Background: an optimization exercise with open tools, aiming at small area. Do not read the settings as production practice.
The RTL was checked by simulation tests, not by an equivalence proof against the original design.
No activity file was given, so power comes from the tool's default toggle rates.

==> flow/design.v <==
module sin_cos (
  input Clk,
  input rst,
  output reg [3:0] sin_phase,
  output reg signed [7:0] data_cos,
  output fill_done);
    reg [4:0] cos_phase;
    always @(posedge Clk) begin
        if (rst) sin_phase <= 4'd0;
        else case (sin_phase)
            4'd0: sin_phase <= 4'd1;
            4'd1: sin_phase <= 4'd2;
            4'd2: sin_phase <= 4'd3;
            4'd3: sin_phase <= 4'd4;
            4'd4: sin_phase <= 4'd5;
            4'd5: sin_phase <= 4'd6;
            4'd6: sin_phase <= 4'd7;
            4'd7: sin_phase <= 4'd8;
            4'd8: sin_phase <= 4'd9;
            4'd9: sin_phase <= 4'd10;
            4'd10: sin_phase <= 4'd11;
            4'd11: sin_phase <= 4'd12;
            4'd12: sin_phase <= 4'd13;
            4'd13: sin_phase <= 4'd14;
            4'd14: sin_phase <= 4'd1;
            default: sin_phase <= 4'd0;
        endcase
    end
    always @(posedge Clk) begin
        if (rst) cos_phase <= 5'd0;
        else case (cos_phase)
            5'd0: cos_phase <= 5'd1;
            5'd1: cos_phase <= 5'd2;
            5'd2: cos_phase <= 5'd3;
            5'd3: cos_phase <= 5'd4;
            5'd4: cos_phase <= 5'd5;
            5'd5: cos_phase <= 5'd6;
            5'd6: cos_phase <= 5'd7;
            5'd7: cos_phase <= 5'd8;
            5'd8: cos_phase <= 5'd9;
            5'd9: cos_phase <= 5'd10;
            5'd10: cos_phase <= 5'd11;
            5'd11: cos_phase <= 5'd12;
            5'd12: cos_phase <= 5'd13;
            5'd13: cos_phase <= 5'd14;
            5'd14: cos_phase <= 5'd15;
            5'd15: cos_phase <= 5'd16;
            5'd16: cos_phase <= 5'd17;
            5'd17: cos_phase <= 5'd18;
            5'd18: cos_phase <= 5'd9;
            default: cos_phase <= 5'd0;
        endcase
    end
    assign fill_done = (sin_phase == 4'd7) && (cos_phase == 5'd13);
    always @(*) begin
        case (cos_phase)
            5'd0: data_cos = 8'sd0;
            5'd1: data_cos = 8'sd63;
            5'd2: data_cos = 8'sd51;
            5'd3: data_cos = 8'sd17;
            5'd4: data_cos = -8'sd22;
            5'd5: data_cos = -8'sd54;
            5'd6: data_cos = -8'sd63;
            5'd7: data_cos = -8'sd47;
            5'd8: data_cos = -8'sd12;
            5'd9: data_cos = 8'sd0;
            5'd10: data_cos = 8'sd38;
            5'd11: data_cos = 8'sd61;
            5'd12: data_cos = 8'sd59;
            5'd13: data_cos = 8'sd33;
            5'd14: data_cos = -8'sd5;
            5'd15: data_cos = -8'sd42;
            5'd16: data_cos = -8'sd62;
            5'd17: data_cos = -8'sd57;
            5'd18: data_cos = -8'sd29;
            default: data_cos = 8'sd0;
        endcase
    end
endmodule
module pam_mixer(
  input [1:0] data_in,
  input [3:0] sin_phase,
  output reg signed [7:0] signal_out
);
  always @(*) begin
    case ({sin_phase, data_in})
      6'd0: signal_out = 8'sd0;
      6'd1: signal_out = 8'sd0;
      6'd2: signal_out = 8'sd0;
      6'd3: signal_out = 8'sd0;
      6'd4: signal_out = 8'sd0;
      6'd5: signal_out = 8'sd0;
      6'd6: signal_out = 8'sd0;
      6'd7: signal_out = 8'sd0;
      6'd8: signal_out = 8'sd0;
      6'd9: signal_out = 8'sd14;
      6'd10: signal_out = 8'sd28;
      6'd11: signal_out = 8'sd42;
      6'd12: signal_out = 8'sd0;
      6'd13: signal_out = 8'sd25;
      6'd14: signal_out = 8'sd50;
      6'd15: signal_out = 8'sd75;
      6'd16: signal_out = 8'sd0;
      6'd17: signal_out = 8'sd31;
      6'd18: signal_out = 8'sd62;
      6'd19: signal_out = 8'sd93;
      6'd20: signal_out = 8'sd0;
      6'd21: signal_out = 8'sd31;
      6'd22: signal_out = 8'sd62;
      6'd23: signal_out = 8'sd93;
      6'd24: signal_out = 8'sd0;
      6'd25: signal_out = 8'sd24;
      6'd26: signal_out = 8'sd49;
      6'd27: signal_out = 8'sd73;
      6'd28: signal_out = 8'sd0;
      6'd29: signal_out = 8'sd13;
      6'd30: signal_out = 8'sd26;
      6'd31: signal_out = 8'sd39;
      6'd32: signal_out = 8'sd0;
      6'd33: signal_out = -8'sd1;
      6'd34: signal_out = -8'sd2;
      6'd35: signal_out = -8'sd3;
      6'd36: signal_out = 8'sd0;
      6'd37: signal_out = -8'sd15;
      6'd38: signal_out = -8'sd30;
      6'd39: signal_out = -8'sd45;
      6'd40: signal_out = 8'sd0;
      6'd41: signal_out = -8'sd26;
      6'd42: signal_out = -8'sd51;
      6'd43: signal_out = -8'sd77;
      6'd44: signal_out = 8'sd0;
      6'd45: signal_out = -8'sd32;
      6'd46: signal_out = -8'sd63;
      6'd47: signal_out = -8'sd95;
      6'd48: signal_out = 8'sd0;
      6'd49: signal_out = -8'sd31;
      6'd50: signal_out = -8'sd61;
      6'd51: signal_out = -8'sd92;
      6'd52: signal_out = 8'sd0;
      6'd53: signal_out = -8'sd24;
      6'd54: signal_out = -8'sd47;
      6'd55: signal_out = -8'sd71;
      6'd56: signal_out = 8'sd0;
      6'd57: signal_out = -8'sd12;
      6'd58: signal_out = -8'sd23;
      6'd59: signal_out = -8'sd35;
      default: signal_out = 8'sd0;
    endcase
  end
endmodule
module moving_avg_filt(
  input clk,
  input rst,
  input fill_done,
  input [6:0] signal_in,
  output reg [12:0] signal_sum
  );
  parameter N = 64;
  reg [7*N-1:0] queue;
  reg fill_en;
  wire [6:0] oldest = queue[7*N-1 -: 7];
  always @(posedge clk) begin
    queue <= {queue[7*N-8:0], signal_in};
  end
  always @(posedge clk) begin
    if (rst)
      fill_en <= 1'b0;
    else if (fill_done)
      fill_en <= 1'b1;
  end
  wire [6:0] dg = fill_en ? oldest : 7'd0;
  wire [8:0] lo = {2'b0, signal_sum[6:0]} + {2'b0, signal_in} - {2'b0, dg};
  wire [5:0] hi = signal_sum[12:7];
  wire [5:0] hi_next = lo[8] ? hi - 6'd1 : (lo[7] ? hi + 6'd1 : hi);
  always @(posedge clk) begin
    if (rst)
      signal_sum <= 13'd0;
    else
      signal_sum <= {hi_next, lo[6:0]};
  end
endmodule
module qam_demodulator(
  input clk,
  input rst,
  input fill_done,
  input signed [7:0] input_signal,
  output reg [1:0] data_demod
  );
  wire [6:0] mod_value = input_signal[6:0] ^ {7{input_signal[7]}};
  wire [12:0] sum;
  reg [1:0] level;
  moving_avg_filt mov_avg(
    .clk(clk),
    .rst(rst),
    .fill_done(fill_done),
    .signal_in(mod_value),
    .signal_sum(sum)
    );
  wire [6:0] avg = sum[12:6];
  always @ ( posedge clk ) begin
    if (avg <= 9) level <= 2'd0;
    else if (avg <= 28) level <= 2'd1;
    else if (avg <= 47) level <= 2'd2;
    else level <= 2'd3;
    data_demod <= level;
  end
endmodule
module pam_modem (
  input clk,
  input rst,
  input [1:0] data_in,
  input signed [7:0] rx_in,
  output signed [7:0] tx_out,
  output signed [7:0] cos_out,
  output [1:0] rx_data
);
  wire [3:0] sin_phase;
  wire fill_done;
  sin_cos u_carrier (
    .Clk(clk),
    .rst(rst),
    .sin_phase(sin_phase),
    .data_cos(cos_out),
    .fill_done(fill_done)
  );
  pam_mixer u_mixer (
    .data_in(data_in),
    .sin_phase(sin_phase),
    .signal_out(tx_out)
  );
  qam_demodulator u_demod (
    .clk(clk),
    .rst(rst),
    .fill_done(fill_done),
    .input_signal(rx_in),
    .data_demod(rx_data)
  );
endmodule
==> flow/run.sh <==
#!/bin/bash
# synth_recipe.tcl (not shown) runs the flow's synth.tcl, then flattens the netlist and writes it again
# the make line also repeats each setting of config.mk as NAME=value (left out here)
make -C /OpenROAD-flow-scripts/flow DESIGN_CONFIG=/design/flow/config.mk WORK_HOME=/design/flow/orfs CLKGATE_MAP_FILE= SYNTH_SCRIPT=/design/flow/synth_recipe.tcl finish
==> flow/config.mk <==
export PLATFORM = sky130hd
export DESIGN_NAME = pam_modem
export DESIGN_NICKNAME = pam_modem
export VERILOG_FILES = /design/flow/design.v
export SDC_FILE = /design/flow/constraint.sdc
export NUM_CORES = 4
export LEC_CHECK = 0
export CAP_MARGIN = 20
export CORE_MARGIN = 2
export CORE_UTILIZATION = 40
export SLEW_MARGIN = 20
==> flow/constraint.sdc <==
create_clock -name core_clock -period 10.0 [get_ports {clk}]
set_input_delay 2.0000 -clock core_clock [delete_from_list [all_inputs] [get_ports {clk}]]
set_output_delay 2.0000 -clock core_clock [all_outputs]
set_load 0.01 [all_outputs]
==> key figures <==
Yosys
  • Yosys warning total: 4
  • FF+latch count, synth: 475
  • Mapped Cells: 783
  • Post-synthesis sequential area ratio: 0.8213
  • Fraction of registers with async set/reset: 0
  • Share of the synthesized area in the top cell type: 0.8213
  • Yosys cell types: 51
  • Post-synthesis instance area: 11,580 um2
  • Synth Net Count: 829
  • Synth top area cells: dfxtp_1 82%, ha_1 2.8%, fa_1 1.4%, o21ai_0 1.2%, inv_1 1.1%
  • Syn Area/Cell: 14.79 um2
  • Synth Flop Type: dfxtp_1
  • Leading area contributor after synthesis: dfxtp_1
  • EDFF count, synth: 0

Critical path
  • Max incr delay on CP: 0.56 ns
  • Crit path cell chain: clkdlybuf4s50_1, inv_1, ha_1, nor2_1, a21oi_1, or3_1, a32oi_1, clkdlybuf4s50_1
  • Critical path arrival: 4.44 ns
  • Crit Path Max Fanout: 6
  • Type of origin of the critical path: input port
  • CP max stage cell: clkdlybuf4s50_1
  • Critical path's most frequent cell: clkdlybuf4s50_1
  • Worst Setup End Kind: primary output
  • Critical path type: in -> out
  • Worst EP required: 8.00 ns

Global routing
  • Vias in the first global route: 4,813
  • All-Layer GR Usage: 0.09462
  • Initial antenna violation count: 0
  • Total gr overflow: 0
  • Largest net degree at the start of global routing: 34
  • First-pass GRT wire length: 23.64 mm

Drt
  • Via count: 5,089
  • Pre-antenna DRT Iters: 5
  • Initial DRC count: 229
  • # DRC: 0
  • Vias per std cell: 4.065
  • Routed Antenna Nets: 0
  • Final WL: 14.08 mm
  • Wirelength per Cell: 11.25 um

Floorplanning
  • Row count: 62
  • # IOs: 30
  • Starting Density: 0.4045
  • Core area: 28,630 um2
  • Die Wd: 174.1 um
  • Chip height: 174.1 um
  • Full die area: 30,320 um2

Timing
  • Final Max Slew Viols: 0
  • Fmax achieved: 155.3 MHz
  • Worst Max-Slew Pin Slew: 1.032 ns
  • Final Skew: 0.01729 ns
  • RSZ-0062 raised after global routing: no
  • Clock period minus worst slack: 6.440 ns
  • Final worst slack: 3.560 ns
  • Final Hold Vio Count: 0
  • Setup TNS: 0 ns
  • Final setup viols: 0
  • Max-slew headroom: 0.3113
  • Final Cycle Share: 0.6440

Pwr
  • Post-layout power: 4.088 mW
  • Max rail drop VDD: 149.1 uV
  • Pwr/cell area: 299.1 nW/um2
  • Leak: 5.592 nW

Placed design
  • # placed instances: 1,176
  • Final GP Congestion: 0.8081
  • # port buffers: 29
  • Place WS: 3.590 ns
  • Cell Area, Placed: 12,270 um2
  • Detail Placement HPWL: 7.769 mm

Clocking
  • Clock Pin Slew Worst Setup and Hold Paths: 0.06 ns
  • Hold_buf cts: 0
  • Post-CTS Setup Inserts: 0
  • Clock sink total: 475
  • Post-CTS resize count: 0
  • CTS Buf Count: 42
  • Clock latency on the worst-skew pair: 0.54 ns
  • CTS max path bufs: 3
  • TritonCTS clock tree: built
  • Root Buffer: clkbuf_16
  • # H-tree levels: 2

Cells and area
  • Final nets: 882
  • Diode count: 0
  • Post-route insts no fill: 1,252
  • Area grow syn2layout: 18.05%
  • Final Cell Area: 13,670 um2
  • Share of layout cells above drive strength 1: 0.08295

Flow run
  • Max cap viols: 0

Status
  • Status: complete, no violations

Min path
  • Hold crit path type: reg -> reg
metrics by stage:
stage	hold WS [ns]	utilization
CTS	0.3082	0.4775
finish	0.3141	0.4775
global placement	0.3105	0.4286
floorplan	0.3096	-
global route	0.3136	0.4775
detailed placement	0.3121	0.4286
per-layer routing:
metal / share of wire / global-route usage
met1: 0.53 / 0.1394
met2: 0.39 / 0.1278
met3: 0.048 / 0.02756
met4: 0.029 / 0.04167
met5: 0 / 0
synthesized netlist by cell type, drive strengths merged, types with 2 or more instances:
library cell	n
xor2	5
a32oi	2
nand3	11
nand2b	9
buf	4
a31oi	3
a21o	6
xnor2	13
nor2	31
o211ai	7
mux2i	9
a21oi	21
o311ai	3
a21boi	2
o21bai	2
inv	34
nor2b	4
or4	2
and2	7
nand2	22
fa	8
nor3	5
nand3b	2
ha	26
clkbuf	16
a211oi	8
dfxtp	475
a22oi	2
o21ai	28
o21a	2
logic make-up after synthesis:
group	synth area share
flops	0.8213
buf+inv	0.01794
compound gates	0.05500
fa+ha+maj	0.04193
xor+xnor	0.01362
simple gates	0.04117
mux	0.009077
flip-flops by register name, indices dropped and copies added, names as in the netlist:
| name | cells |
|---|---|
| u_demod.level | 2 |
| u_demod.mov_avg.signal_sum | 13 |
| u_carrier.sin_phase | 4 |
| u_demod.mov_avg.fill_en | 1 |
| u_demod.data_demod | 2 |
| u_demod.mov_avg.queue | 448 |
| u_carrier.cos_phase | 5 |
layout make-up:
type | instances | area [um2]
Clock buffer | 65 | 1237
Multi-Input combinational cell | 254 | 1862
Timing Repair Buffer | 29 | 290.3
Tap cell | 384 | 480.5
Sequential cell | 475 | 9509
Inverter | 34 | 127.6
Fill cell | 2465 | 14960
Clock inverter | 11 | 161.4
placed cells by master (no fill, tap or decap), types with 9 or more instances in the layout:
| cell | count |
|---|---|
| mux2i_1 | 9 |
| clkbuf_1 | 13 |
| clkbuf_8 | 10 |
| inv_1 | 34 |
| a21oi_1 | 21 |
| nand2b_1 | 9 |
| xnor2_1 | 13 |
| nand3_1 | 11 |
| clkbuf_16 | 42 |
| o21ai_0 | 27 |
| clkdlybuf4s50_1 | 29 |
| ha_1 | 26 |
| nand2_1 | 22 |
| dfxtp_1 | 475 |
| nor2_1 | 31 |
critical path, delay by kind of cell:
kind	cells	cell delay, ns
buffers and inverters	3	1.26
adders and majority gates	1	0.25
and+or+nand+nor	2	0.64
AOI/OAI and AO/OA	2	0.28
worst paths after layout:
path	to	from	slack, ns	cells past startpoint
max	tx_out[3]	data_in[1]	3.56	8
min	u_demod.mov_avg.queue[368]	u_demod.mov_avg.queue[361]	0.31	0
max reg2reg	u_demod.mov_avg.signal_sum[12]	u_demod.mov_avg.fill_en	6.29	13
min reg2reg	u_demod.mov_avg.queue[368]	u_demod.mov_avg.queue[361]	0.31	0
report_power, final:
group | total [mW] | internal (mW) | leakage, nW | switching, mW
sequential | 2.13 | 2.07 | 3.97 | 0.0551
clock | 1.57 | 0.916 | 0.687 | 0.659
combinational | 0.386 | 0.185 | 0.936 | 0.201

==> port drivers added, routing unchanged <==
The flow's constraints put no driver on any port. The routed layout listed below was extracted and timed again, unchanged, in two steps.
Step 1, drivers: a clkbuf_16 drives clk and a buf_2 each remaining input, both assumed.
Step 2 moves the port delays by t, midway between the first and last clock arrival at a register: inputs arrive t later, outputs are due t later. That takes back most of the time a late clock gives input paths.
Slacks: no drivers / after step 1 / after step 2; pairs: no drivers / after step 1.
t, ns: 0.573
setup slack, ns: 3.560 / 3.536 / 3.536
worst register clock-pin slew, ns: 0.07 / 0.07
After both steps this run still meets setup and hold. For this run, drivers alone change the setup slack by -0.024 ns; drivers and shift together by -0.024 ns.
